This is an optimization exercise on Yosys and OpenROAD, whose aim is small area, a short achievable clock period and few clock cycles per item, not a production implementation.
Where RTL was checked, it was by simulation tests only, not by an equivalence proof against the original.

## rev 12
==> module fm_3d_fmul, before the edit <==
module fm_3d_fmul (
  clk_core,
  i_en,
  i_a,
  i_b,
  o_c
);
    input         clk_core;
    input         i_en;
    input  [21:0] i_a;
    input  [21:0] i_b;
    output [21:0] o_c;
    reg           r_sign_1z;
    reg    [23:0] r_h;
    reg    [15:0] r_l;
    reg    [4:0]  r_ce_tmp_1z;
    wire [4:0]  w_a_exp = i_a[20:16];
    wire [15:0] w_a_fraction = i_a[15:0];
    wire [4:0]  w_b_exp = i_b[20:16];
    wire [15:0] w_b_fraction = i_b[15:0];
    wire [5:0]  w_exp_add = w_a_exp + w_b_exp;
    wire [5:0]  w_adder_out = w_exp_add -  4'hf;
    wire [4:0]  w_ce_tmp = (w_exp_add < 5'hf) ? 5'h00 :
                           (w_adder_out[5])   ? 5'h1f :
                                                w_adder_out[4:0];
    wire [23:0] w_h = w_a_fraction * w_b_fraction[15:8];
    wire [23:0] w_l = w_a_fraction * w_b_fraction[7:0];
    always @(posedge clk_core) begin
        if (i_en) begin
            r_sign_1z <= i_a[21] ^ i_b[21];
            r_h <= w_h;
            r_l <= w_l[23:8];
            r_ce_tmp_1z <= w_ce_tmp;
        end
    end
    wire [24:0] w_x = {1'b0, r_h} + {9'h0, r_l} + 25'd64;
    wire [16:0] w_cf_tmp2 = w_x[23:7];
    wire        w_carry = w_cf_tmp2[16];
    wire [4:0]  w_ce = (w_cf_tmp2 == 17'h0) ? 5'h0 :
                       (w_carry & (r_ce_tmp_1z != 5'h1f)) ? r_ce_tmp_1z + 5'h1 :
                                                           r_ce_tmp_1z;
    wire [15:0] w_cf = w_carry ? w_cf_tmp2[16:1] : w_cf_tmp2[15:0];
    assign o_c = (w_ce == 5'h0) ? 22'h0 : {r_sign_1z, w_ce, w_cf};
endmodule
Settings: LEC_CHECK=0, ABC_AREA=1, CAP_MARGIN=20, CORE_MARGIN=2, CORE_UTILIZATION=40, CTS_BUF_LIST=sky130_fd_sc_hd__clkbuf_4 sky130_fd_sc_hd__clkbuf_8, PLACE_DENSITY=0.6, SETUP_SLACK_MARGIN=5, SLEW_MARGIN=20; clock period 10.0 ns.
standard.sh (not shown) runs the stock make flow with config.mk's settings and CLKGATE_MAP_FILE= SYNTH_SCRIPT=/design/flow/synth_recipe.tcl, a recipe that flattens the netlist after the stock synthesis.
==> flow/flow/run.sh <==
#!/bin/bash
# The standard layout (standard.sh: the standard flow's own synthesis and ORFS steps),
# with plain buf_1 cells as the port buffers instead of the delay buffers
# buffer_ports picks by default. Every port still gets its own buffer.
set -euo pipefail
export BUFFER_PORTS_ARGS="-buffer_cell sky130_fd_sc_hd__buf_1"
bash standard.sh > standard.log 2>&1
Every stage of the flow completed for rev 12, and the final layout passed the timing, DRC and antenna checks.
Testbench counts of rev 12, summed over its fixed seeds: cycles 14,483, triangles 4,800.
Setup changes, rev 12 to rev 13
-- flow/design.v --
<<< rev 12, line 266
    output [21:0] o_c;
    reg           r_sign_1z;
    reg    [23:0] r_h;
    reg    [15:0] r_l;
    reg    [4:0]  r_ce_tmp_1z;
    wire [4:0]  w_a_exp = i_a[20:16];
>>> rev 13, line 266
    output [21:0] o_c;
    reg           r_sign_1z;
    reg    [20:0] r_p2;
    reg    [21:0] r_p1;
    reg    [15:0] r_p0;
    reg    [4:0]  r_ce_tmp_1z;
    wire [4:0]  w_a_exp = i_a[20:16];
<<< rev 12, line 278
                           (w_adder_out[5])   ? 5'h1f :
                                                w_adder_out[4:0];
    wire [23:0] w_h = w_a_fraction * w_b_fraction[15:8];
    wire [23:0] w_l = w_a_fraction * w_b_fraction[7:0];
    always @(posedge clk_core) begin
        if (i_en) begin
            r_sign_1z <= i_a[21] ^ i_b[21];
            r_h <= w_h;
            r_l <= w_l[23:8];
            r_ce_tmp_1z <= w_ce_tmp;
        end
    end
    wire [24:0] w_x = {1'b0, r_h} + {9'h0, r_l} + 25'd64;
    wire [16:0] w_cf_tmp2 = w_x[23:7];
    wire        w_carry = w_cf_tmp2[16];
    wire [4:0]  w_ce = (w_cf_tmp2 == 17'h0) ? 5'h0 :
>>> rev 13, line 279
                           (w_adder_out[5])   ? 5'h1f :
                                                w_adder_out[4:0];
    wire [20:0] w_p2 = w_a_fraction * w_b_fraction[15:11];
    wire [21:0] w_p1 = w_a_fraction * w_b_fraction[10:5];
    wire [20:0] w_p0 = w_a_fraction * w_b_fraction[4:0];
    always @(posedge clk_core) begin
        if (i_en) begin
            r_sign_1z <= i_a[21] ^ i_b[21];
            r_p2 <= w_p2;
            r_p1 <= w_p1;
            r_p0 <= w_p0[20:5];
            r_ce_tmp_1z <= w_ce_tmp;
        end
    end
    wire [26:0] w_x = {r_p2, 6'h0} + {5'h0, r_p1} + {11'h0, r_p0} + 27'd512;
    wire [16:0] w_cf_tmp2 = w_x[26:10];
    wire        w_carry = w_cf_tmp2[16];
    wire [4:0]  w_ce = (w_cf_tmp2 == 17'h0) ? 5'h0 :
## What came out
- Taking rev 12 as the reference, in rev 13 maximum net fanout on the critical path increased by 25 relative to the old numbers, overall fraction of global-route tracks in use flat.
- Routed wire in rev 13 totals more than in rev 12.
- Summary of rev 13 over rev 12: worst endpoint data arrival time moved down, number of instances in the synthesized netlist moved up, fraction of area in registers moved up, design area moved up, slack of the critical path moved down.
- Rev 13 vs. rev 12: area overhead of the layout relative to synthesis saw a decrease; highest cell delay on the worst timing path essentially unchanged.
- Antenna diode instance count sits higher in rev 13 than in rev 12.
- On share of final-layout standard cells stronger than drive strength 1: rev 13 sits below rev 12.
- In terms of fmax, rev 12 and rev 13 differ only marginally.
Function not checked in rev 13: the RTL went through the layout flow alone.

---

## P
Another version of the RTL of fm_3d_ru_outline_setup (not shown whole).
For scale: about 5900 cells after synthesis, roughly 980 flip-flops, about 590 I/O pins.
==> module fm_3d_frcp, before the edit <==
module fm_3d_frcp (
  clk_core,
  i_en,
  i_a,
  o_c,
  o_zero
);
    input         clk_core;
    input         i_en;
    input  [21:0] i_a;
    output [21:0] o_c;
    output        o_zero;
    reg    [21:0] r_c;
    reg           r_zo;
    reg           r_a_sign;
    reg    [4:0]  r_ce_tmp;
    reg           r_zero_flag;
    reg    [15:0] r_base;
    reg    [8:0]  r_diff;
    reg    [7:0]  r_a_frac_l;
    wire   [4:0]  w_a_exp = i_a[20:16];
    wire   [15:0] w_a_fraction = i_a[15:0];
    wire   [31:0] w_rom_out;
    always @(posedge clk_core) begin
        if (i_en) begin
            r_a_sign <= i_a[21];
            r_ce_tmp <= 5'h1e - w_a_exp;
            r_zero_flag <= (w_a_exp == 5'h0);
            r_base <= w_rom_out[31:16];      
            r_diff <= w_rom_out[8:0];        
            r_a_frac_l <= w_a_fraction[7:0];
        end
    end
    wire   [16:0] w_rom_correct = r_diff * r_a_frac_l;
    wire   [15:0] w_cf_tmp = r_base - {8'h0, w_rom_correct[16:9]};
    wire          w_sh = !w_cf_tmp[15];
    wire   [5:0]  w_ce = {1'b0, r_ce_tmp} - {5'h0, w_sh};
    wire          w_cz = w_ce[5] | (w_ce[4:0] == 5'h0);
    wire   [15:0] w_cf = w_sh ? {w_cf_tmp[14:0], 1'b0} : w_cf_tmp;
    wire   [21:0] w_c = w_cz ? 22'h0 : {r_a_sign, w_ce[4:0], w_cf};
    always @(posedge clk_core) begin
        if (i_en) begin
            r_c <= (r_zero_flag) ? 22'h0 : w_c;
            r_zo <= r_zero_flag;
        end
    end
    fm_3d_frcp_rom frcp_rom (
        .i_a(w_a_fraction[14:8]),
        .o_c(w_rom_out)
    );
    assign o_c = r_c;
    assign o_zero = r_zo;
endmodule
Settings: LEC_CHECK=0, ABC_AREA=1, CAP_MARGIN=20, CORE_MARGIN=2, CORE_UTILIZATION=40, PLACE_DENSITY=0.6, SETUP_SLACK_MARGIN=5, SLEW_MARGIN=20; clock period 10.0 ns.
Scripts as last shown in full above: flow/flow/run.sh
Modified inputs, Q compared to P
-- flow/design.v --
<<< P, line 417
        end
    end
    wire   [16:0] w_rom_correct = r_diff * r_a_frac_l;
    wire   [15:0] w_cf_tmp = r_base - {8'h0, w_rom_correct[16:9]};
    wire          w_sh = !w_cf_tmp[15];
    wire   [5:0]  w_ce = {1'b0, r_ce_tmp} - {5'h0, w_sh};
>>> Q, line 417
        end
    end
    wire   [24:0] w_t = {r_base, 9'h0} + 25'd511 - r_diff * r_a_frac_l;
    wire   [15:0] w_cf_tmp = w_t[24:9];
    wire          w_sh = !w_cf_tmp[15];
    wire   [5:0]  w_ce = {1'b0, r_ce_tmp} - {5'h0, w_sh};
Results
Between P and Q, the flow reports number of non-clock buffers in the layout increasing slightly. Summary of Q over P: number of inserted filler cells in the final layout comparable; critical path depth now sits higher. From P to Q the numbers moved as follows: transition time at the pin with the least slew margin has increased; register fraction of the total cell area comparable; final cycle utilization of the critical path moved up; wire length on met3 closely matched the old numbers. Register-to-register slack, Q and P: lower on Q. The tightest slew margin relative to the limit of Q is lower than that of P. Compared with P, Q shows a lower first-iteration DRC count. The run with more routed wire is P, not Q. Q has clock-buffer cell count below what P had.
Function was not checked in any run of this note: the RTL went through the layout flow alone.

[static timing again, ports no longer ideal]
In the flow no input, the clock included, has a driving cell. The finished layouts below were timed again as built, in two steps.
Step 1, drivers: a clkbuf_16 drives clk_core and a buf_2 each remaining input, both assumed.
Step 2, shift: input delay + t, output delay - t, t = (earliest + latest rising clock arrival at the registers) / 2. This alone moves slack from input paths to output paths.
a / b / c = ideal / step 1 / step 2; a / b = the first two.
run	t (ns)	setup WS [ns]	hold slack, ns	worst register clock-pin slew, ns	cell pins on the clock port's net
rev 12	1.014	5.169 / 5.169 / 4.312	0.376 / 0.376 / 0.376	0.08 / 0.08	1
rev 13	0.982	5.163 / 5.163 / 4.462	0.382 / 0.382 / 0.382	0.07 / 0.07	1
P	0.796	2.990 / 2.990 / 2.990	0.399 / 0.399 / 0.399	0.07 / 0.07	1
Q	0.791	2.331 / 2.331 / 2.331	0.402 / 0.402 / 0.402	0.07 / 0.07	1
After both steps every run listed still meets setup and hold. The setup slack of rev 12, which loses most, moves by 0.000 ns with the drivers and by -0.857 ns with both steps.
